From an optimization exercise on the open Yosys and OpenROAD flow, aimed at small area; shortcuts taken in it are not production practice. Function was checked by simulation only, so behaviour that the tests miss may differ from the original. Power and IR drop assume default switching activity.

**design.v**
```verilog
module adc128spiController (
input  wire        clk_40MHz,
input  wire        nReset,
output reg         spi_cs_n,      
output reg         spi_sclk,      
output reg         spi_din,       
input  wire        spi_dout,      
output reg  [11:0] audio_left,
output reg  [11:0] audio_right,
output reg         audio_ready    
);
reg [2:0] clk_div;
wire sclk_tick = (clk_div == 3'd7);
always @(posedge clk_40MHz or negedge nReset) begin
	if (!nReset)
		clk_div <= 3'd0;
	else
		clk_div <= clk_div + 3'd1;  
end
localparam ST_IDLE  = 2'd0;
localparam ST_PREP  = 2'd1;  
localparam ST_SHIFT = 2'd2;  
reg [1:0]  state;
reg [7:0] ctrl;
reg [4:0] rise_count;
reg [11:0] shift_reg;
reg [11:0] sample_word;
reg [2:0] prev_channel;
reg [2:0] next_channel;
always @(posedge clk_40MHz or negedge nReset) begin
	if (!nReset) begin
		spi_cs_n     <= 1'b1;
		spi_sclk     <= 1'b0;
		spi_din      <= 1'b0;
		audio_left   <= 12'd0;
		audio_right  <= 12'd0;
		audio_ready  <= 1'b0;
		state        <= ST_IDLE;
		rise_count   <= 5'd0;
		shift_reg    <= 12'd0;
		sample_word  <= 12'd0;
		ctrl         <= 8'h00;
		prev_channel <= 3'd0;  
		next_channel <= 3'd0;  
	end else begin
		audio_ready <= 1'b0;  
		case (state)
			ST_IDLE: begin
				ctrl       <= {2'b00, next_channel, 3'b000};
				spi_cs_n   <= 1'b0;
				spi_sclk   <= 1'b0;
				spi_din    <= ctrl[7];
				rise_count <= 5'd0;
				shift_reg  <= 12'd0;
				state <= ST_PREP;
			end
			ST_PREP: begin
				if (sclk_tick) begin
					state <= ST_SHIFT;
				end
			end
			ST_SHIFT: begin
				if (sclk_tick) begin
					if (spi_sclk == 1'b0) begin
						if (rise_count >= 5'd4 && rise_count <= 5'd15) begin
							shift_reg <= {shift_reg[10:0], spi_dout};
							if (rise_count == 5'd15) begin
								sample_word <= {shift_reg[10:0], spi_dout};
							end
						end
						ctrl <= {ctrl[6:0], 1'b0};
						rise_count <= rise_count + 5'd1;
						if (rise_count == 5'd15) begin
							case (prev_channel)
								3'd0: audio_left  <= sample_word;  
								3'd1: audio_right <= sample_word;  
								default: ;  
							endcase
							if (prev_channel == 3'd1) begin
								audio_ready <= 1'b1;
							end
							prev_channel <= next_channel;
							next_channel <= (next_channel == 3'd0) ? 3'd1 : 3'd0;
							spi_cs_n <= 1'b1;
							spi_sclk <= 1'b0;
							state    <= ST_IDLE;
						end else begin
							spi_sclk <= 1'b1;
						end
					end else begin
						spi_din  <= ctrl[7];
						spi_sclk <= 1'b0;
					end
				end
			end
			default: state <= ST_IDLE;
		endcase
	end
end
endmodule
module pcm1802Slave (
input  wire        clk_40MHz,
input  wire        nReset,
output reg         bck,
output reg         lrck,
output reg         scki,
input  wire        dout,
output reg  [23:0] left_out,
output reg  [23:0] right_out,
output reg         sample_ready
);
always @(posedge clk_40MHz or negedge nReset) begin
    if (!nReset)
        scki <= 1'b0;
    else
        scki <= ~scki;
end
reg [2:0] bck_div;
wire bck_tick = (bck_div == 3'd3);  
wire bck_rise = bck_tick & ~bck;
always @(posedge clk_40MHz or negedge nReset) begin
    if (!nReset) begin
        bck_div <= 3'd0;
        bck <= 1'b0;
    end else begin
        bck_div <= bck_div + 3'd1;
        if (bck_tick) begin
            bck_div <= 3'd0;
            bck <= ~bck;
        end
    end
end
reg [5:0] bck_count;
always @(posedge clk_40MHz or negedge nReset) begin
    if (!nReset) begin
        bck_count <= 6'd0;
        lrck <= 1'b0;
    end else if (bck_rise) begin
        if (bck_count == 6'd31) begin
            bck_count <= 6'd0;
            lrck <= ~lrck;
        end else begin
            bck_count <= bck_count + 6'd1;
        end
    end
end
reg [4:0] bit_index;
reg [23:0] shift_reg;
reg        capture_active;
reg        lrck_d;
reg        current_left;
always @(posedge clk_40MHz or negedge nReset) begin
    if (!nReset) begin
        bit_index <= 5'd0;
        shift_reg <= 24'd0;
        left_out <= 24'd0;
        right_out <= 24'd0;
        sample_ready <= 1'b0;
        capture_active <= 1'b0;
        lrck_d <= 1'b0;
        current_left <= 1'b1;
    end else if (bck_rise) begin
        sample_ready <= 1'b0;
        lrck_d <= lrck;
        if (lrck_d != lrck) begin
            capture_active <= 1'b1;
            shift_reg <= {shift_reg[22:0], dout};
            bit_index <= 5'd1;  
            current_left <= (lrck == 1'b0);
        end else if (capture_active) begin
            if (bit_index < 5'd24) begin
                shift_reg <= {shift_reg[22:0], dout};
                if (bit_index == 5'd23) begin
                    if (current_left) begin
                        left_out <= {shift_reg[22:0], dout};
                    end else begin
                        right_out <= {shift_reg[22:0], dout};
                        sample_ready <= 1'b1;  
                    end
                    capture_active <= 1'b0;  
                end
                bit_index <= bit_index + 5'd1;
            end
        end
    end
end
endmodule
module dataGenerator (
	input nReset,
	input clock,
	input [9:0] adc_databus,
	input testModeFlag,
	input seqLoad,           
	input [11:0] audio_left_in,
	input [11:0] audio_right_in,
	input audio_ready,
	input [23:0] pcm_left_in,
	input [23:0] pcm_right_in,
	input pcm_ready,
	output [15:0] dataOut
);
reg [9:0] adcData;
reg [9:0] testData;
reg [47:0] sequenceCount;
reg [8:0] sample_in_frame;
reg [11:0] audio_left_latch;
reg [11:0] audio_right_latch;
reg [23:0] pcm_left_latch;
reg [23:0] pcm_right_latch;
reg [5:0] top_6_bits;
localparam [191:0] SYNC_PATTERN = 192'hDDDF20251015DDDF20251015DDDF20251016FEDCBA987654;
assign dataOut[15:10] = top_6_bits;
assign dataOut[9:0] = testModeFlag ? testData : adcData;
always @ (posedge clock, negedge nReset) begin
	if (!nReset) begin
		adcData <= 10'd0;
		testData <= 10'd0;
		sequenceCount <= 48'd0;
		sample_in_frame <= 9'd0;
		audio_left_latch <= 12'd0;
		audio_right_latch <= 12'd0;
		pcm_left_latch <= 24'd0;
		pcm_right_latch <= 24'd0;
		top_6_bits <= 6'd0;
	end else begin
		adcData <= adc_databus;
		if (testData == 10'd1021 - 1)
			testData <= 10'd0;
		else
			testData <= testData + 10'd1;
		if (audio_ready) begin
			audio_left_latch <= audio_left_in;
			audio_right_latch <= audio_right_in;
		end
		if (pcm_ready) begin
			pcm_left_latch <= pcm_left_in;
			pcm_right_latch <= pcm_right_in;
		end
        case (sample_in_frame)
            9'd0:  top_6_bits <= SYNC_PATTERN[5:0];
            9'd1:  top_6_bits <= SYNC_PATTERN[11:6];
            9'd2:  top_6_bits <= SYNC_PATTERN[17:12];
            9'd3:  top_6_bits <= SYNC_PATTERN[23:18];
            9'd4:  top_6_bits <= SYNC_PATTERN[29:24];
            9'd5:  top_6_bits <= SYNC_PATTERN[35:30];
            9'd6:  top_6_bits <= SYNC_PATTERN[41:36];
            9'd7:  top_6_bits <= SYNC_PATTERN[47:42];
            9'd8:  top_6_bits <= SYNC_PATTERN[53:48];
            9'd9:  top_6_bits <= SYNC_PATTERN[59:54];
            9'd10: top_6_bits <= SYNC_PATTERN[65:60];
            9'd11: top_6_bits <= SYNC_PATTERN[71:66];
            9'd12: top_6_bits <= SYNC_PATTERN[77:72];
            9'd13: top_6_bits <= SYNC_PATTERN[83:78];
            9'd14: top_6_bits <= SYNC_PATTERN[89:84];
            9'd15: top_6_bits <= SYNC_PATTERN[95:90];
            9'd16: top_6_bits <= SYNC_PATTERN[101:96];
            9'd17: top_6_bits <= SYNC_PATTERN[107:102];
            9'd18: top_6_bits <= SYNC_PATTERN[113:108];
            9'd19: top_6_bits <= SYNC_PATTERN[119:114];
            9'd20: top_6_bits <= SYNC_PATTERN[125:120];
            9'd21: top_6_bits <= SYNC_PATTERN[131:126];
            9'd22: top_6_bits <= SYNC_PATTERN[137:132];
            9'd23: top_6_bits <= SYNC_PATTERN[143:138];
            9'd24: top_6_bits <= SYNC_PATTERN[149:144];
            9'd25: top_6_bits <= SYNC_PATTERN[155:150];
            9'd26: top_6_bits <= SYNC_PATTERN[161:156];
            9'd27: top_6_bits <= SYNC_PATTERN[167:162];
            9'd28: top_6_bits <= SYNC_PATTERN[173:168];
            9'd29: top_6_bits <= SYNC_PATTERN[179:174];
            9'd30: top_6_bits <= SYNC_PATTERN[185:180];
            9'd31: top_6_bits <= SYNC_PATTERN[191:186];
            9'd32: top_6_bits <= audio_left_latch[11:6];
            9'd33: top_6_bits <= audio_left_latch[5:0];
            9'd34: top_6_bits <= audio_right_latch[11:6];
            9'd35: top_6_bits <= audio_right_latch[5:0];
            9'd36: top_6_bits <= 6'd0;
            9'd37: top_6_bits <= 6'd0;
            9'd38: top_6_bits <= pcm_left_latch[23:18];
            9'd39: top_6_bits <= pcm_left_latch[17:12];
            9'd40: top_6_bits <= pcm_left_latch[11:6];
            9'd41: top_6_bits <= pcm_left_latch[5:0];
            9'd42: top_6_bits <= pcm_right_latch[23:18];
            9'd43: top_6_bits <= pcm_right_latch[17:12];
            9'd44: top_6_bits <= pcm_right_latch[11:6];
            9'd45: top_6_bits <= pcm_right_latch[5:0];
            9'd46: top_6_bits <= 6'd0;
            9'd47: top_6_bits <= 6'd0;
            default: begin
                case ((sample_in_frame - 9'd48) % 9'd8)
                    9'd0: top_6_bits <= sequenceCount[5:0];
                    9'd1: top_6_bits <= sequenceCount[11:6];
                    9'd2: top_6_bits <= sequenceCount[17:12];
                    9'd3: top_6_bits <= sequenceCount[23:18];
                    9'd4: top_6_bits <= sequenceCount[29:24];
                    9'd5: top_6_bits <= sequenceCount[35:30];
                    9'd6: top_6_bits <= sequenceCount[41:36];
                    9'd7: top_6_bits <= sequenceCount[47:42];
                endcase
            end
        endcase
		if (sample_in_frame == 9'd511) begin
			sample_in_frame <= 9'd0;
		end else begin
			sample_in_frame <= sample_in_frame + 9'd1;
		end
		if (seqLoad) begin
			sequenceCount <= {sequenceCount[37:0], adc_databus};
		end else if (sample_in_frame >= 9'd48 && ((sample_in_frame - 9'd48) % 9'd8 == 9'd7)) begin
			sequenceCount <= sequenceCount + 48'd1;
		end
	end
end
endmodule
module ddCapture (
	input         clk,           
	input         nReset,        
	input  [9:0]  adc_databus,   
	input         testMode,      
	input         seqLoad,       
	input         adc128_sdat,   
	input         pcm_dout,      
	output [15:0] dataOut,       
	output        adc128_cs_n,
	output        adc128_sclk,
	output        adc128_din,
	output        pcm_bck,
	output        pcm_lrck,
	output        pcm_scki
);
wire [11:0] audio_left;
wire [11:0] audio_right;
wire        audio_ready;
wire [23:0] pcm_left;
wire [23:0] pcm_right;
wire        pcm_ready;
adc128spiController audioController0 (
	.clk_40MHz(clk),
	.nReset(nReset),
	.spi_dout(adc128_sdat),
	.spi_cs_n(adc128_cs_n),
	.spi_sclk(adc128_sclk),
	.spi_din(adc128_din),
	.audio_left(audio_left),
	.audio_right(audio_right),
	.audio_ready(audio_ready)
);
pcm1802Slave pcm1802_0 (
	.clk_40MHz(clk),
	.nReset(nReset),
	.bck(pcm_bck),
	.lrck(pcm_lrck),
	.scki(pcm_scki),
	.dout(pcm_dout),
	.left_out(pcm_left),
	.right_out(pcm_right),
	.sample_ready(pcm_ready)
);
dataGenerator dataGenerator0 (
	.nReset(nReset),
	.clock(clk),
	.adc_databus(adc_databus),
	.testModeFlag(testMode),
	.seqLoad(seqLoad),
	.audio_left_in(audio_left),
	.audio_right_in(audio_right),
	.audio_ready(audio_ready),
	.pcm_left_in(pcm_left),
	.pcm_right_in(pcm_right),
	.pcm_ready(pcm_ready),
	.dataOut(dataOut)
);
endmodule
```
**run.sh**
```bash
#!/bin/bash
# synth_recipe.tcl (not shown) runs the flow's synth.tcl, then flattens the netlist and writes it again
# the make line also repeats each setting of config.mk as NAME=value (left out here)
make -C /OpenROAD-flow-scripts/flow DESIGN_CONFIG=/design/flow/config.mk WORK_HOME=/design/flow/orfs CLKGATE_MAP_FILE= SYNTH_SCRIPT=/design/flow/synth_recipe.tcl finish
```
**config.mk**
```make
export PLATFORM = sky130hd
export DESIGN_NAME = ddCapture
export DESIGN_NICKNAME = ddCapture
export VERILOG_FILES = /design/flow/design.v
export SDC_FILE = /design/flow/constraint.sdc
export NUM_CORES = 4
export LEC_CHECK = 0
export CAP_MARGIN = 20
export CORE_MARGIN = 2
export CORE_UTILIZATION = 40
export SLEW_MARGIN = 20
```
**constraint.sdc**
```tcl
create_clock -name core_clock -period 25.0 [get_ports {clk}]
set_input_delay 5.0000 -clock core_clock [delete_from_list [all_inputs] [get_ports {clk}]]
set_output_delay 5.0000 -clock core_clock [all_outputs]
set_load 0.01 [all_outputs]
```
==> run summary <==
==> per-layer routing <==
metal  routed length [µm]  global-route usage
met5                    0                   0
met2                15000               0.281
met4                  991              0.0625
met1                15900               0.262
met3                 1780              0.0321
==> critical path, delay by kind of cell <==
kind	cells	cell delay, ns
buffers and inverters	2	1.20
muxes	1	0.39
==> kinds of logic after synthesis <==
kind of cell / after synthesis / synth area share
simple gates: 395 / 0.129
flops: 315 / 0.540
compound gates: 222 / 0.105
mux: 185 / 0.143
buf+inv: 100 / 0.0303
xor+xnor: 63 / 0.0378
fa+ha+maj: 18 / 0.0154
==> Yosys cell counts (12+ instances only) <==
library cell  number  share of area
xor2_1            23          0.014
a22o_1            28          0.017
buf_2             19         0.0065
mux2_2           176           0.14
o21ai_0           67          0.023
dfrtp_1          313           0.54
clkbuf_1          39          0.010
a22oi_1           18         0.0093
nand4_1           22         0.0094
nor2_1            58          0.015
nand2_1          177          0.045
nor3_1            30          0.010
nand3_1           38          0.013
xnor2_1           40          0.024
a21oi_1           32          0.011
ha_1              18          0.015
inv_1             23         0.0059
and3_1            12         0.0051
==> stage by stage <==
stage,cell area [µm²],setup WS [ns]
2_1_floorplan,14600,14.28
3_3_place_gp,15300,13.46
3_5_place_dp,15300,13.41
4_1_cts,16500,13.41
5_1_grt,16500,13.36
6_report,16500,13.41
==> path summary, 6_finish.rpt <==
| path | slack [ns] | cells past startpoint | to |
|---|---|---|---|
| max | 13.41 | 3 | dataOut[4] |
| min | 0.43 | 1 | audioController0.clk_div[0]$_DFF_PN0_ |
| max reg2reg | 21.87 | 9 | dataGenerator0.top_6_bits[0]$_DFFE_PN0P_ |
| min reg2reg | 0.43 | 1 | audioController0.clk_div[0]$_DFF_PN0_ |
| max in group asynchronous | 18.95 | 2 | audioController0.audio_left[2]$_DFFE_PN0P_ |
| min in group asynchronous | 4.51 | 1 | pcm1802_0.left_out[5]$_DFFE_PN0P_ |
==> power by group through the flow <==
stage	clock, µW	sequential (µW)	combinational (µW)
CTS	545	540	43.1
detailed placement	0	549	42.9
global route	567	541	48.2
floorplan	0	541	22.6
finish	528	540	41.8
global placement	0	549	42.2
==> layout by cell type, fill, tap and decap left out, drive strengths merged, types with 4 or more instances in the layout <==
cell / n
a22oi: 18
inv: 25
clkbuf: 51
a221oi: 9
nor4: 8
dfrtp: 313
xnor2: 40
nand4: 22
clkinv: 10
o21a: 5
a21o: 8
nand3: 38
nor2b: 4
clkdlybuf4s50: 35
and2: 5
or3: 8
xor2: 23
ha: 18
a21oi: 32
mux2: 176
and3: 12
or4: 4
a211oi: 10
nand2: 177
a22o: 28
buf: 15
or2: 4
mux2i: 8
nor3: 34
nand2b: 5
nor2: 60
o21ai: 70
a222oi: 11
==> cell type report <==
type                       count  area [µm²]
inverter                      24        90.1
fill                        3282       19200
multi-input combinational    883        6290
sequential                   315        7890
clock inverter                13         134
timing repair buffer          50         468
tap                          461         577
clock buffer                  51        1070
==> tab_implementation.tex <==
\begin{tabular}{lr}
\hline
Metric & Value \\
\hline
\multicolumn{2}{l}{\textbf{Global routing}} \\
Via count of the first global-routing pass & 10.1k \\
Overall overflow remaining after global route & 0 \\
Global-route wire length before repair & 56500 µm \\
Maximum number of pins on one net before global-route repair & 109 \\
Number of antenna violations at the first check in global routing & 0 \\
Overall fraction of global-route tracks in use & 0.183 \\
\multicolumn{2}{l}{\textbf{Routing}} \\
Number of violations reported at the end of detailed-routing iteration 0 & 811 \\
Number of detailed-routing iterations run before antenna repair & 6 \\
Vias per inst & 5.56 \\
Routed length per placed instance & 18.7 µm \\
Total Wirelength & 33700 µm \\
Routed via count & 9989 \\
Number of antenna-violating nets in the routed design & 0 \\
Post-detailed-route DRC marker count & 0 \\
\multicolumn{2}{l}{\textbf{Clock tree}} \\
Clock root cell & clkbuf\_16 \\
Clock sink count & 315 \\
Number of buffers created by CTS & 36 \\
Number of gates resized after CTS & 0 \\
Clock-pin transition on the worst setup and hold timing paths & 0.05 ns \\
Clock latency of the later-clocked register in the worst-skew pair & 0.53 ns \\
H-tree levels & 2 \\
Post-CTS Setup Inserts & 0 \\
Count of hold buffers inserted by post-cts repair & 0 \\
Clock tree from TritonCTS & yes \\
CTS max path bufs & 3 \\
\multicolumn{2}{l}{\textbf{Final layout}} \\
Fin nets & 1344 \\
Diodes inserted & 0 \\
Area added between synthesis and finish & 13.1\% \\
Utilization of the core after routing & 0.462 \\
Most flops, register & dataGenerator0.sequenceCount \\
Fraction of layout instances using a drive strength above 1 & 0.210 \\
Final non-filler cell total & 1797 \\
Flip-flop count of the largest register after layout & 48 \\
\multicolumn{2}{l}{\textbf{Pwr}} \\
Sw frac & 0.227 \\
Lkg Pwr & 0.00752 µW \\
Total power divided by cell area & 67.2 nW/µm² \\
Switching Power & 252 µW \\
Power Total & 1110 µW \\
Worst VDD drop & 43.4 µV \\
Internal Power & 859 µW \\
Clock power frac & 0.476 \\
Combinational Power Share & 0.038 \\
Sequential Power Share & 0.486 \\
\multicolumn{2}{l}{\textbf{Die}} \\
Effective utilization at floorplan & 0.409 \\
Full die area & 38100 µm² \\
Placement row count & 69 \\
Floorplan Core Area & 35700 µm² \\
Total I/O pin count & 38 \\
Overall die width & 195 µm \\
Height of the die & 195 µm \\
\multicolumn{2}{l}{\textbf{Timing}} \\
Headroom to the max-slew limit & 0.309 \\
Setup-violating endpoint count in the final report & 0 \\
Final Skew & 0.00730 ns \\
Slew at the pin closest to its max-slew limit & 1.04 ns \\
Part of the cycle the worst path needs & 0.464 \\
Fin Hold WS & 0.427 ns \\
Max-slew violation total from the final report & 0 \\
Final critical path time including I/O delays and setup & 11.59 ns \\
Setup repair after global routing missed its margin & no \\
FMAX & 86.3 MHz \\
TNS Setup & 0 ns \\
Final hold violation count & 0 \\
\multicolumn{2}{l}{\textbf{Critical path}} \\
CP Launch Type & input pin \\
Critical Path Sink Type & primary output \\
Worst setup startpoint & testMode \\
Data arrival time at the worst-slack endpoint & 6.59 ns \\
Highest net fanout along the worst path & 10 \\
R2R Path Start & dataGenerator0.sample\_in\_frame[1]\$\_DFF\_PN0\_ \\
Max stage delay cell, worst path & clkdlybuf4s50\_1 \\
Worst setup path category & in -> out \\
CP most frequent cell & clkdlybuf4s50\_1 \\
Delay of the slowest cell on the worst path & 0.71 ns \\
Crit path cell chain & clkdlybuf4s50\_1, mux2\_2, clkdlybuf4s50\_1 \\
Required @ worst endpoint & 20.00 ns \\
\multicolumn{2}{l}{\textbf{Yosys}} \\
Asr flop ratio synth & 1.00 \\
Number of instances in the synthesized netlist & 1298 \\
Post-synthesis sequential element count & 315 \\
Combined area of all synthesized cells & 14600 µm² \\
Yosys warns & 3 \\
Top\_reg\_cell synth & dfrtp\_1 \\
Mapped Nets & 1332 \\
Number of enable-type register cells in the synthesized netlist & 0 \\
Mean cell area of the mapped netlist & 11.3 µm² \\
Number of distinct library cells after synthesis & 77 \\
Sequential area share after synthesis & 0.540 \\
\multicolumn{2}{l}{\textbf{Placement}} \\
Post-placement cell count & 1733 \\
Half-perimeter wire length of the detailed placement result & 21500 µm \\
Number of buffer cells added on primary ports & 37 \\
Final RePlAce weighted congestion & 0.874 \\
\multicolumn{2}{l}{\textbf{Hold path}} \\
Hold Path Class & reg -> reg \\
Start point of the worst min-delay path & audioController0.clk\_div[0]\$\_DFF\_PN0\_ \\
\multicolumn{2}{l}{\textbf{Run status}} \\
Run status & finished clean \\
\multicolumn{2}{l}{\textbf{Job}} \\
Count of maximum capacitance violations & 0 \\
\hline
\end{tabular}

## re-timing with driven ports
The results above use ideal ports. As a check the final layout listed here was re-extracted and re-timed, cells and wires unchanged.
Step 1 (the two cells are an assumption about what drives the block):
set clk [get_ports {clk}]
set_driving_cell -lib_cell sky130_fd_sc_hd__clkbuf_16 $clk
set_driving_cell -lib_cell sky130_fd_sc_hd__buf_2 [delete_from_list [all_inputs] $clk]
Step 2 moves the port delays by t, midway between the first and last clock arrival at a register: inputs arrive t later, outputs are due t later. That takes back most of the time a late clock gives input paths.
Slacks: no drivers / after step 1 / after step 2; pairs: no drivers / after step 1.
shift t [ns]: 0.574
setup slack, ns: 13.409 / 13.379 / 13.379
clock arrival spread, ns: 0.008 / 0.008
After both steps setup and hold are still met in this run. The setup slack of this run moves by -0.030 ns with the drivers and by -0.030 ns with both steps.
